Source: an optimization exercise on an open RTL-to-GDS flow (aim: small area, a short achievable clock period and few clock cycles per item). Production flows keep margins and buffers that such runs may drop. Where RTL was checked, it was by simulation tests only, not by an equivalence proof against the original. Power is estimated from default activity; no workload was simulated.

==> v24 <==
// pyjamask96
module pyjamask96(
    input clk,
    input reset_n,
    input load,
    input start,
    input [7:0] byte_in,
    input [7:0] byte_key_in,
    output reg valid,
    output reg [7:0] byte_out
    );
==> flow/config.mk <==
export PLATFORM = sky130hd
export DESIGN_NAME = pyjamask96
export DESIGN_NICKNAME = pyjamask96
export VERILOG_FILES = /design/flow/design.v
export SDC_FILE = /design/flow/constraint.sdc
export NUM_CORES = 4
export LEC_CHECK = 0
export CAP_MARGIN = 20
export CORE_MARGIN = 2
export CORE_UTILIZATION = 40
export PLACE_DENSITY = 0.6
export SETUP_SLACK_MARGIN = 5
export SLEW_MARGIN = 20
==> flow/constraint.sdc <==
create_clock -name core_clock -period 8.0 [get_ports {clk}]
set_input_delay 1.6000 -clock core_clock [delete_from_list [all_inputs] [get_ports {clk}]]
set_output_delay 1.6000 -clock core_clock [all_outputs]
set_load 0.01 [all_outputs]
standard.sh (not shown) runs the stock make flow with config.mk's settings and CLKGATE_MAP_FILE= SYNTH_SCRIPT=/design/flow/synth_recipe.tcl, a recipe that flattens the netlist after the stock synthesis.
==> flow/flow/run.sh <==
#!/bin/bash
set -euo pipefail
MARGIN=5.4
NOX3=0
PLATFORM_DONT_USE=$(sed -n '/^export DONT_USE_CELLS += \\/,/[^\\]$/p' "$FLOW_HOME/platforms/sky130hd/config.mk" | grep -o 'sky130_fd_sc_hd__[a-z0-9_]*' | tr '\n' ' ')
EXTRA=()
if [[ $NOX3 == 1 ]]; then
  EXTRA+=("DONT_USE_CELLS=$PLATFORM_DONT_USE sky130_fd_sc_hd__xor3_1 sky130_fd_sc_hd__xor3_2 sky130_fd_sc_hd__xor3_4 sky130_fd_sc_hd__xnor3_1 sky130_fd_sc_hd__xnor3_2 sky130_fd_sc_hd__xnor3_4")
fi
bash standard.sh "${EXTRA[@]}" SETUP_SLACK_MARGIN=$MARGIN finish > orfs_make.log 2>&1
==> v35: changes against v24 <==
--- a/flow/design.v
+++ b/flow/design.v
@@ -9,22 +9,24 @@
     output reg valid,
     output reg [7:0] byte_out
     );
     reg         ph_ld, ks1, ph_run, ph_rot;
     reg         sel_run, sel_rot, sel_ld;
+    reg         vld;
     reg [7:0]   in_x;
     reg         loading;
     reg         started;
     reg [3:0]   cnt;
     reg [95:0]  state;
     reg [127:0] key;     
     wire [95:0] sl = {state[31:24], state[23:16], state[15:8], state[7:0], state[95:88], state[87:80], state[79:72], state[71:64], state[63:56], state[55:48], state[47:40], state[39:32]};    
     wire [31:0] x0 = sl[95:64], x1 = sl[63:32], x2 = sl[31:0];
     wire [31:0] k0 = key[127:96], k1 = key[95:64], k2 = key[63:32], k3 = key[31:0];
-    wire [31:0] sb0 = x1 ^ (x0 & x2);
-    wire [31:0] sb1 = x2 ^ (x0 | x1);
-    wire [31:0] sb2 = x0 ^ (x1 & ~x2);
+    wire g = sel_run;
+    wire [31:0] sb0 = ({32{g}} & x1) ^ ({32{g}} & x0 & x2);
+    wire [31:0] sb1 = ({32{g}} & x2) ^ ({32{g}} & (x0 | x1));
+    wire [31:0] sb2 = ({32{g}} & x0) ^ ({32{g}} & x1 & ~x2);
     wire [31:0] mr0, mr1, mr2;
     wire [95:0] mr = {mr0, mr1, mr2};
     wire [95:0] rk = {k0, k1, ~k2};
     wire [31:0] ka = k0 ^ k1, kb = k2 ^ k3;
     wire [31:0] kx0 = k1 ^ kb;
@@ -525,26 +527,28 @@
     assign kmk[29] = kx0[17] ^ mk_f1[20] ^ mk_f3[29] ^ mk_f3[13] ^ mk_f3[25];
     assign kmk[30] = kx0[18] ^ mk_f1[21] ^ mk_f3[30] ^ mk_f3[14] ^ mk_f3[26];
     assign kmk[31] = kx0[19] ^ mk_f1[22] ^ mk_f3[31] ^ mk_f3[15] ^ mk_f3[27];
     wire last_load  = ph_ld & loading & (cnt == 4'd15);
     wire last_round = ph_run & (cnt == 4'd14);
-    wire last_out   = ph_rot & valid & (cnt == 4'd11);
+    wire last_out   = ph_rot & vld & (cnt == 4'd11);
+    wire out_go     = (last_round | (ph_rot & ~vld & (cnt == 4'd11))) & (start | started);
     always @(posedge clk) begin
         sel_ld  <= (ph_ld & ~last_load) | last_out;
         sel_run <= ks1 | (ph_run & ~last_round);
         sel_rot <= (ph_rot & ~last_out) | last_round;
+        valid   <= (vld & ~last_out) | out_go;
         in_x    <= byte_in ^ byte_key_in;
     end
     always @(posedge clk or negedge reset_n) begin
         if (!reset_n) begin
             ph_ld   <= 1'b1;
             ks1     <= 1'b0;
             ph_run  <= 1'b0;
             ph_rot  <= 1'b0;
             loading <= 1'b0;
             started <= 1'b0;
-            valid   <= 1'b0;
+            vld     <= 1'b0;
             cnt     <= 4'd0;
         end else begin
             if (ph_ld) begin
                 if (!loading) begin
                     started <= 1'b0;
@@ -572,38 +576,35 @@
                 if (start) started <= 1'b1;
                 if (cnt == 4'd14) begin
                     cnt    <= 4'd0;
                     ph_run <= 1'b0;
                     ph_rot <= 1'b1;
-                    if (start | started) valid <= 1'b1;
+                    if (start | started) vld <= 1'b1;
                 end
             end
             if (ph_rot) begin
                 cnt <= (cnt == 4'd11) ? 4'd0 : cnt + 4'd1;
                 if (start) started <= 1'b1;
                 if (cnt == 4'd11) begin
-                    if (valid) begin
-                        valid  <= 1'b0;
+                    if (vld) begin
+                        vld    <= 1'b0;
                         ph_rot <= 1'b0;
                         ph_ld  <= 1'b1;
                     end else if (start | started) begin
-                        valid  <= 1'b1;
+                        vld    <= 1'b1;
                     end
                 end
             end
         end
     end
     wire       rot_in = ks1 | (loading & cnt[3] & cnt[2] & (cnt[1] | cnt[0]));
     wire [7:0] low_in = rot_in ? state[95:88] : in_x;
-    always @(posedge clk) begin
-        if (sel_run)
-            state <= {mr[63:56], mr[55:48], mr[47:40], mr[39:32], mr[31:24], mr[23:16], mr[15:8], mr[7:0], mr[95:88], mr[87:80], mr[79:72], mr[71:64]} ^ {rk[63:56], rk[55:48], rk[47:40], rk[39:32], rk[31:24], rk[23:16], rk[15:8], rk[7:0], rk[95:88], rk[87:80], rk[79:72], rk[71:64]};
-        else if (sel_rot)
-            state <= {state[7:0], state[95:8]};
-        else
-            state <= {state[87:0], low_in};
-    end
+    wire [95:0] b = sel_run ? {rk[63:56], rk[55:48], rk[47:40], rk[39:32], rk[31:24], rk[23:16], rk[15:8], rk[7:0], rk[95:88], rk[87:80], rk[79:72], rk[71:64]} :
+                    sel_rot ? {state[7:0], state[95:8]} :
+                             {state[87:0], low_in};
+    always @(posedge clk)
+        state <= {mr[63:56], mr[55:48], mr[47:40], mr[39:32], mr[31:24], mr[23:16], mr[15:8], mr[7:0], mr[95:88], mr[87:80], mr[79:72], mr[71:64]} ^ b;
     always @(posedge clk) begin
         if (sel_ld)
             key <= {key[119:0], byte_key_in};
         else
             key <= {nk0, nk1, nk2, nk3};
--- a/flow/flow/run.sh
+++ b/flow/flow/run.sh
@@ -1,9 +1,9 @@
 #!/bin/bash
 set -euo pipefail
 MARGIN=5.4
-NOX3=0
+NOX3=1
 PLATFORM_DONT_USE=$(sed -n '/^export DONT_USE_CELLS += \\/,/[^\\]$/p' "$FLOW_HOME/platforms/sky130hd/config.mk" | grep -o 'sky130_fd_sc_hd__[a-z0-9_]*' | tr '\n' ' ')
 EXTRA=()
 if [[ $NOX3 == 1 ]]; then
   EXTRA+=("DONT_USE_CELLS=$PLATFORM_DONT_USE sky130_fd_sc_hd__xor3_1 sky130_fd_sc_hd__xor3_2 sky130_fd_sc_hd__xor3_4 sky130_fd_sc_hd__xnor3_1 sky130_fd_sc_hd__xnor3_2 sky130_fd_sc_hd__xnor3_4")
 fi
CTS_CLUSTER_DIAMETER = 80   (was unset)
CTS_CLUSTER_SIZE = 25   (was unset)
==> v6: changes against v24 <==
--- a/flow/design.v
+++ b/flow/design.v
@@ -9,22 +9,24 @@
     output reg valid,
     output reg [7:0] byte_out
     );
     reg         ph_ld, ks1, ph_run, ph_rot;
     reg         sel_run, sel_rot, sel_ld;
+    reg         vld;
     reg [7:0]   in_x;
     reg         loading;
     reg         started;
     reg [3:0]   cnt;
     reg [95:0]  state;
     reg [127:0] key;     
     wire [95:0] sl = {state[31:24], state[23:16], state[15:8], state[7:0], state[95:88], state[87:80], state[79:72], state[71:64], state[63:56], state[55:48], state[47:40], state[39:32]};    
     wire [31:0] x0 = sl[95:64], x1 = sl[63:32], x2 = sl[31:0];
     wire [31:0] k0 = key[127:96], k1 = key[95:64], k2 = key[63:32], k3 = key[31:0];
-    wire [31:0] sb0 = x1 ^ (x0 & x2);
-    wire [31:0] sb1 = x2 ^ (x0 | x1);
-    wire [31:0] sb2 = x0 ^ (x1 & ~x2);
+    wire g = sel_run;
+    wire [31:0] sb0 = ({32{g}} & x1) ^ ({32{g}} & x0 & x2);
+    wire [31:0] sb1 = ({32{g}} & x2) ^ ({32{g}} & (x0 | x1));
+    wire [31:0] sb2 = ({32{g}} & x0) ^ ({32{g}} & x1 & ~x2);
     wire [31:0] mr0, mr1, mr2;
     wire [95:0] mr = {mr0, mr1, mr2};
     wire [95:0] rk = {k0, k1, ~k2};
     wire [31:0] ka = k0 ^ k1, kb = k2 ^ k3;
     wire [31:0] kx0 = k1 ^ kb;
@@ -525,26 +527,28 @@
     assign kmk[29] = kx0[17] ^ mk_f1[20] ^ mk_f3[29] ^ mk_f3[13] ^ mk_f3[25];
     assign kmk[30] = kx0[18] ^ mk_f1[21] ^ mk_f3[30] ^ mk_f3[14] ^ mk_f3[26];
     assign kmk[31] = kx0[19] ^ mk_f1[22] ^ mk_f3[31] ^ mk_f3[15] ^ mk_f3[27];
     wire last_load  = ph_ld & loading & (cnt == 4'd15);
     wire last_round = ph_run & (cnt == 4'd14);
-    wire last_out   = ph_rot & valid & (cnt == 4'd11);
+    wire last_out   = ph_rot & vld & (cnt == 4'd11);
+    wire out_go     = (last_round | (ph_rot & ~vld & (cnt == 4'd11))) & (start | started);
     always @(posedge clk) begin
         sel_ld  <= (ph_ld & ~last_load) | last_out;
         sel_run <= ks1 | (ph_run & ~last_round);
         sel_rot <= (ph_rot & ~last_out) | last_round;
+        valid   <= (vld & ~last_out) | out_go;
         in_x    <= byte_in ^ byte_key_in;
     end
     always @(posedge clk or negedge reset_n) begin
         if (!reset_n) begin
             ph_ld   <= 1'b1;
             ks1     <= 1'b0;
             ph_run  <= 1'b0;
             ph_rot  <= 1'b0;
             loading <= 1'b0;
             started <= 1'b0;
-            valid   <= 1'b0;
+            vld     <= 1'b0;
             cnt     <= 4'd0;
         end else begin
             if (ph_ld) begin
                 if (!loading) begin
                     started <= 1'b0;
@@ -572,38 +576,35 @@
                 if (start) started <= 1'b1;
                 if (cnt == 4'd14) begin
                     cnt    <= 4'd0;
                     ph_run <= 1'b0;
                     ph_rot <= 1'b1;
-                    if (start | started) valid <= 1'b1;
+                    if (start | started) vld <= 1'b1;
                 end
             end
             if (ph_rot) begin
                 cnt <= (cnt == 4'd11) ? 4'd0 : cnt + 4'd1;
                 if (start) started <= 1'b1;
                 if (cnt == 4'd11) begin
-                    if (valid) begin
-                        valid  <= 1'b0;
+                    if (vld) begin
+                        vld    <= 1'b0;
                         ph_rot <= 1'b0;
                         ph_ld  <= 1'b1;
                     end else if (start | started) begin
-                        valid  <= 1'b1;
+                        vld    <= 1'b1;
                     end
                 end
             end
         end
     end
     wire       rot_in = ks1 | (loading & cnt[3] & cnt[2] & (cnt[1] | cnt[0]));
     wire [7:0] low_in = rot_in ? state[95:88] : in_x;
-    always @(posedge clk) begin
-        if (sel_run)
-            state <= {mr[63:56], mr[55:48], mr[47:40], mr[39:32], mr[31:24], mr[23:16], mr[15:8], mr[7:0], mr[95:88], mr[87:80], mr[79:72], mr[71:64]} ^ {rk[63:56], rk[55:48], rk[47:40], rk[39:32], rk[31:24], rk[23:16], rk[15:8], rk[7:0], rk[95:88], rk[87:80], rk[79:72], rk[71:64]};
-        else if (sel_rot)
-            state <= {state[7:0], state[95:8]};
-        else
-            state <= {state[87:0], low_in};
-    end
+    wire [95:0] b = sel_run ? {rk[63:56], rk[55:48], rk[47:40], rk[39:32], rk[31:24], rk[23:16], rk[15:8], rk[7:0], rk[95:88], rk[87:80], rk[79:72], rk[71:64]} :
+                    sel_rot ? {state[7:0], state[95:8]} :
+                             {state[87:0], low_in};
+    always @(posedge clk)
+        state <= {mr[63:56], mr[55:48], mr[47:40], mr[39:32], mr[31:24], mr[23:16], mr[15:8], mr[7:0], mr[95:88], mr[87:80], mr[79:72], mr[71:64]} ^ b;
     always @(posedge clk) begin
         if (sel_ld)
             key <= {key[119:0], byte_key_in};
         else
             key <= {nk0, nk1, nk2, nk3};
--- a/flow/flow/run.sh
+++ b/flow/flow/run.sh
@@ -1,9 +1,9 @@
 #!/bin/bash
 set -euo pipefail
 MARGIN=5.4
-NOX3=0
+NOX3=1
 PLATFORM_DONT_USE=$(sed -n '/^export DONT_USE_CELLS += \\/,/[^\\]$/p' "$FLOW_HOME/platforms/sky130hd/config.mk" | grep -o 'sky130_fd_sc_hd__[a-z0-9_]*' | tr '\n' ' ')
 EXTRA=()
 if [[ $NOX3 == 1 ]]; then
   EXTRA+=("DONT_USE_CELLS=$PLATFORM_DONT_USE sky130_fd_sc_hd__xor3_1 sky130_fd_sc_hd__xor3_2 sky130_fd_sc_hd__xor3_4 sky130_fd_sc_hd__xnor3_1 sky130_fd_sc_hd__xnor3_2 sky130_fd_sc_hd__xnor3_4")
 fi
CAP_MARGIN = 0   (was 20)
CTS_CLUSTER_DIAMETER = 100   (was unset)
CTS_CLUSTER_SIZE = 30   (was unset)
PLACE_DENSITY = 0.75   (was 0.6)
SLEW_MARGIN = 0   (was 20)
==> v37: changes against v24 <==
--- a/flow/design.v
+++ b/flow/design.v
@@ -7,27 +7,22 @@
     input [7:0] byte_in,
     input [7:0] byte_key_in,
     output reg valid,
     output reg [7:0] byte_out
     );
-    reg         ph_ld, ks1, ph_run, ph_rot;
-    reg         sel_run, sel_rot, sel_ld;
-    reg [7:0]   in_x;
+    reg         ph_ld, ph_run, ph_rot;
     reg         loading;
     reg         started;
     reg [3:0]   cnt;
     reg [95:0]  state;
     reg [127:0] key;     
-    wire [95:0] sl = {state[31:24], state[23:16], state[15:8], state[7:0], state[95:88], state[87:80], state[79:72], state[71:64], state[63:56], state[55:48], state[47:40], state[39:32]};    
-    wire [31:0] x0 = sl[95:64], x1 = sl[63:32], x2 = sl[31:0];
+    wire [31:0] x1 = state[95:64], x2 = state[63:32], x0 = state[31:0];
     wire [31:0] k0 = key[127:96], k1 = key[95:64], k2 = key[63:32], k3 = key[31:0];
     wire [31:0] sb0 = x1 ^ (x0 & x2);
     wire [31:0] sb1 = x2 ^ (x0 | x1);
-    wire [31:0] sb2 = x0 ^ (x1 & ~x2);
+    wire [31:0] sb2 = ~(x0 ^ (x1 & ~x2));
     wire [31:0] mr0, mr1, mr2;
-    wire [95:0] mr = {mr0, mr1, mr2};
-    wire [95:0] rk = {k0, k1, ~k2};
     wire [31:0] ka = k0 ^ k1, kb = k2 ^ k3;
     wire [31:0] kx0 = k1 ^ kb;
     wire [31:0] kmk;
     wire [31:0] kx1 = k0 ^ kb, kx2 = k3 ^ ka, kx3 = k2 ^ ka;
     wire [31:0] nk0 = kmk ^ {24'h0, 4'h8, cnt};
@@ -523,23 +518,13 @@
     assign kmk[27] = kx0[15] ^ mk_f1[18] ^ mk_f3[27] ^ mk_f3[11] ^ mk_f3[23];
     assign kmk[28] = kx0[16] ^ mk_f1[19] ^ mk_f3[28] ^ mk_f3[12] ^ mk_f3[24];
     assign kmk[29] = kx0[17] ^ mk_f1[20] ^ mk_f3[29] ^ mk_f3[13] ^ mk_f3[25];
     assign kmk[30] = kx0[18] ^ mk_f1[21] ^ mk_f3[30] ^ mk_f3[14] ^ mk_f3[26];
     assign kmk[31] = kx0[19] ^ mk_f1[22] ^ mk_f3[31] ^ mk_f3[15] ^ mk_f3[27];
-    wire last_load  = ph_ld & loading & (cnt == 4'd15);
-    wire last_round = ph_run & (cnt == 4'd14);
-    wire last_out   = ph_rot & valid & (cnt == 4'd11);
-    always @(posedge clk) begin
-        sel_ld  <= (ph_ld & ~last_load) | last_out;
-        sel_run <= ks1 | (ph_run & ~last_round);
-        sel_rot <= (ph_rot & ~last_out) | last_round;
-        in_x    <= byte_in ^ byte_key_in;
-    end
     always @(posedge clk or negedge reset_n) begin
         if (!reset_n) begin
             ph_ld   <= 1'b1;
-            ks1     <= 1'b0;
             ph_run  <= 1'b0;
             ph_rot  <= 1'b0;
             loading <= 1'b0;
             started <= 1'b0;
             valid   <= 1'b0;
@@ -555,24 +540,18 @@
                 end else begin
                     cnt <= cnt + 4'd1;
                     if (cnt == 4'd15) begin
                         loading <= 1'b0;
                         ph_ld   <= 1'b0;
-                        ks1     <= 1'b1;
+                        ph_run  <= 1'b1;
                     end
                 end
             end
-            if (ks1) begin
-                cnt    <= 4'd1;
-                ks1    <= 1'b0;
-                ph_run <= 1'b1;
-                if (start) started <= 1'b1;
-            end
             if (ph_run) begin
                 cnt <= cnt + 4'd1;
                 if (start) started <= 1'b1;
-                if (cnt == 4'd14) begin
+                if (cnt == 4'd13) begin
                     cnt    <= 4'd0;
                     ph_run <= 1'b0;
                     ph_rot <= 1'b1;
                     if (start | started) valid <= 1'b1;
                 end
@@ -590,22 +569,21 @@
                     end
                 end
             end
         end
     end
-    wire       rot_in = ks1 | (loading & cnt[3] & cnt[2] & (cnt[1] | cnt[0]));
-    wire [7:0] low_in = rot_in ? state[95:88] : in_x;
+    wire [7:0] low_in = (loading & cnt[3] & cnt[2]) ? state[95:88] : (byte_in ^ byte_key_in);
     always @(posedge clk) begin
-        if (sel_run)
-            state <= {mr[63:56], mr[55:48], mr[47:40], mr[39:32], mr[31:24], mr[23:16], mr[15:8], mr[7:0], mr[95:88], mr[87:80], mr[79:72], mr[71:64]} ^ {rk[63:56], rk[55:48], rk[47:40], rk[39:32], rk[31:24], rk[23:16], rk[15:8], rk[7:0], rk[95:88], rk[87:80], rk[79:72], rk[71:64]};
-        else if (sel_rot)
-            state <= {state[7:0], state[95:8]};
-        else
+        if (ph_ld)
             state <= {state[87:0], low_in};
+        else if (ph_run)
+            state <= {mr1 ^ nk1, mr2 ^ nk2, mr0 ^ nk0};
+        else
+            state <= {state[7:0], state[95:8]};
     end
     always @(posedge clk) begin
-        if (sel_ld)
+        if (ph_ld)
             key <= {key[119:0], byte_key_in};
         else
             key <= {nk0, nk1, nk2, nk3};
     end
     always @(*) byte_out = state[39:32];
==> flow/flow/run.sh (replaced) <==
#!/bin/bash
set -euo pipefail
bash standard.sh SETUP_SLACK_MARGIN=5.7 finish > orfs_make.log 2>&1
==> run notes <==
                                                                                       v35                  v24           v6                v37
Kind of end point of the critical path                                            register          output port  output port           register
Worst r2r dst                                                                    state[52]            state[72]    state[45]          state[19]
Final-layout clock buffer total                                                         23                   44           20                 39
Die ar.                                                                        53,300 um^2          56,600 um^2  53,300 um^2        53,900 um^2
Combined area of the multi-input logic cells                                   16,100 um^2          17,700 um^2  15,900 um^2        21,900 um^2
Total via count after detailed routing                                               15.9k                15.4k        16.0k              19.4k
Area after DPL                                                                 21,400 um^2          22,600 um^2  21,400 um^2        22,100 um^2
F_max                                                                              376 MHz              369 MHz      378 MHz            330 MHz
Clock edge transition at the registers on the reported setup and hold paths        0.10 ns              0.06 ns      0.10 ns            0.07 ns
Detailed route wirelength on metal3                                                5150 um              6660 um      6300 um          14,700 um
Basic-gate share of the synthesized area counting and, or, nand and nor cells        8.82%                7.29%        8.82%              7.13%
Static leakage power                                                               7.78 nW              11.0 nW      7.58 nW            15.1 nW
Hold Worst Slack                                                                  0.517 ns             0.502 ns     0.527 ns           0.473 ns
Result of the run                                         no timing/DRC/antenna violations  no timing/DRC/antenna violations  no timing/DRC/antenna violations  no timing/DRC/antenna violations
Total placed cells including tap cells                                               2,918                2,662        2,911              2,641
Latest clock arrival within the worst-skew pair                                    0.57 ns              0.59 ns      0.54 ns            0.61 ns
Area share of the largest cell type after synthesis                                  37.3%                21.6%        37.3%              23.8%
Int Power                                                                          2.34 mW              5.26 mW      2.11 mW            1.99 mW
Wire length reported by the detailed router                                      80,300 um            81,600 um    76,800 um         108,000 um
Biggest consumer                                                                 registers  combinational cells    registers  the clock network
Wl on met1                                                                       33,000 um            34,200 um    31,000 um          36,100 um
Sink Count                                                                             247                  246          247                234
Sequential-to-total area share from yosys stat                                       24.3%                22.7%        24.3%              22.8%
Buffers excl. clock                                                                     81                  110           79                561
Testbench counts of v35, summed over its fixed seeds: cycles 8,256, blocks 192.
Testbench counts of v6, summed over its fixed seeds: cycles 8,256, blocks 192.
Testbench counts of v37, summed over its fixed seeds: cycles 8,064, blocks 192.
Only the layout flow was run in v24; the RTL was not checked for function there.

static timing again, ports no longer ideal:
Ports are ideal in the flow. The routed layouts listed here were re-timed in OpenROAD.
Step 1: set_driving_cell puts a clkbuf_16 on clk and a buf_2 on each other input, an assumption about the parent block.
Step 2 moves the port delays by t, midway between the first and last clock arrival at a register: inputs arrive t later, outputs are due t later. That takes back most of the time a late clock gives input paths.
Three values: ideal, step 1, step 2; two values: the first two.
run | t (ns) | setup slack, ns | worst setup path after step 2 | worst slew at a driven data input, ns
v24 | 0.639 | 5.292 / 5.236 / 5.062 | input to register | 0.04
v35 | 0.616 | 5.340 / 5.287 / 5.051 | input to register | 0.04
v6 | 0.583 | 5.355 / 5.297 / 5.032 | input to register | 0.04
v37 | 0.649 | 4.970 / 4.983 / 4.334 | input to register | 0.05
After both steps setup and hold are still met in every run listed. For v37, which loses most, drivers alone change the setup slack by +0.013 ns; drivers and shift together by -0.636 ns.
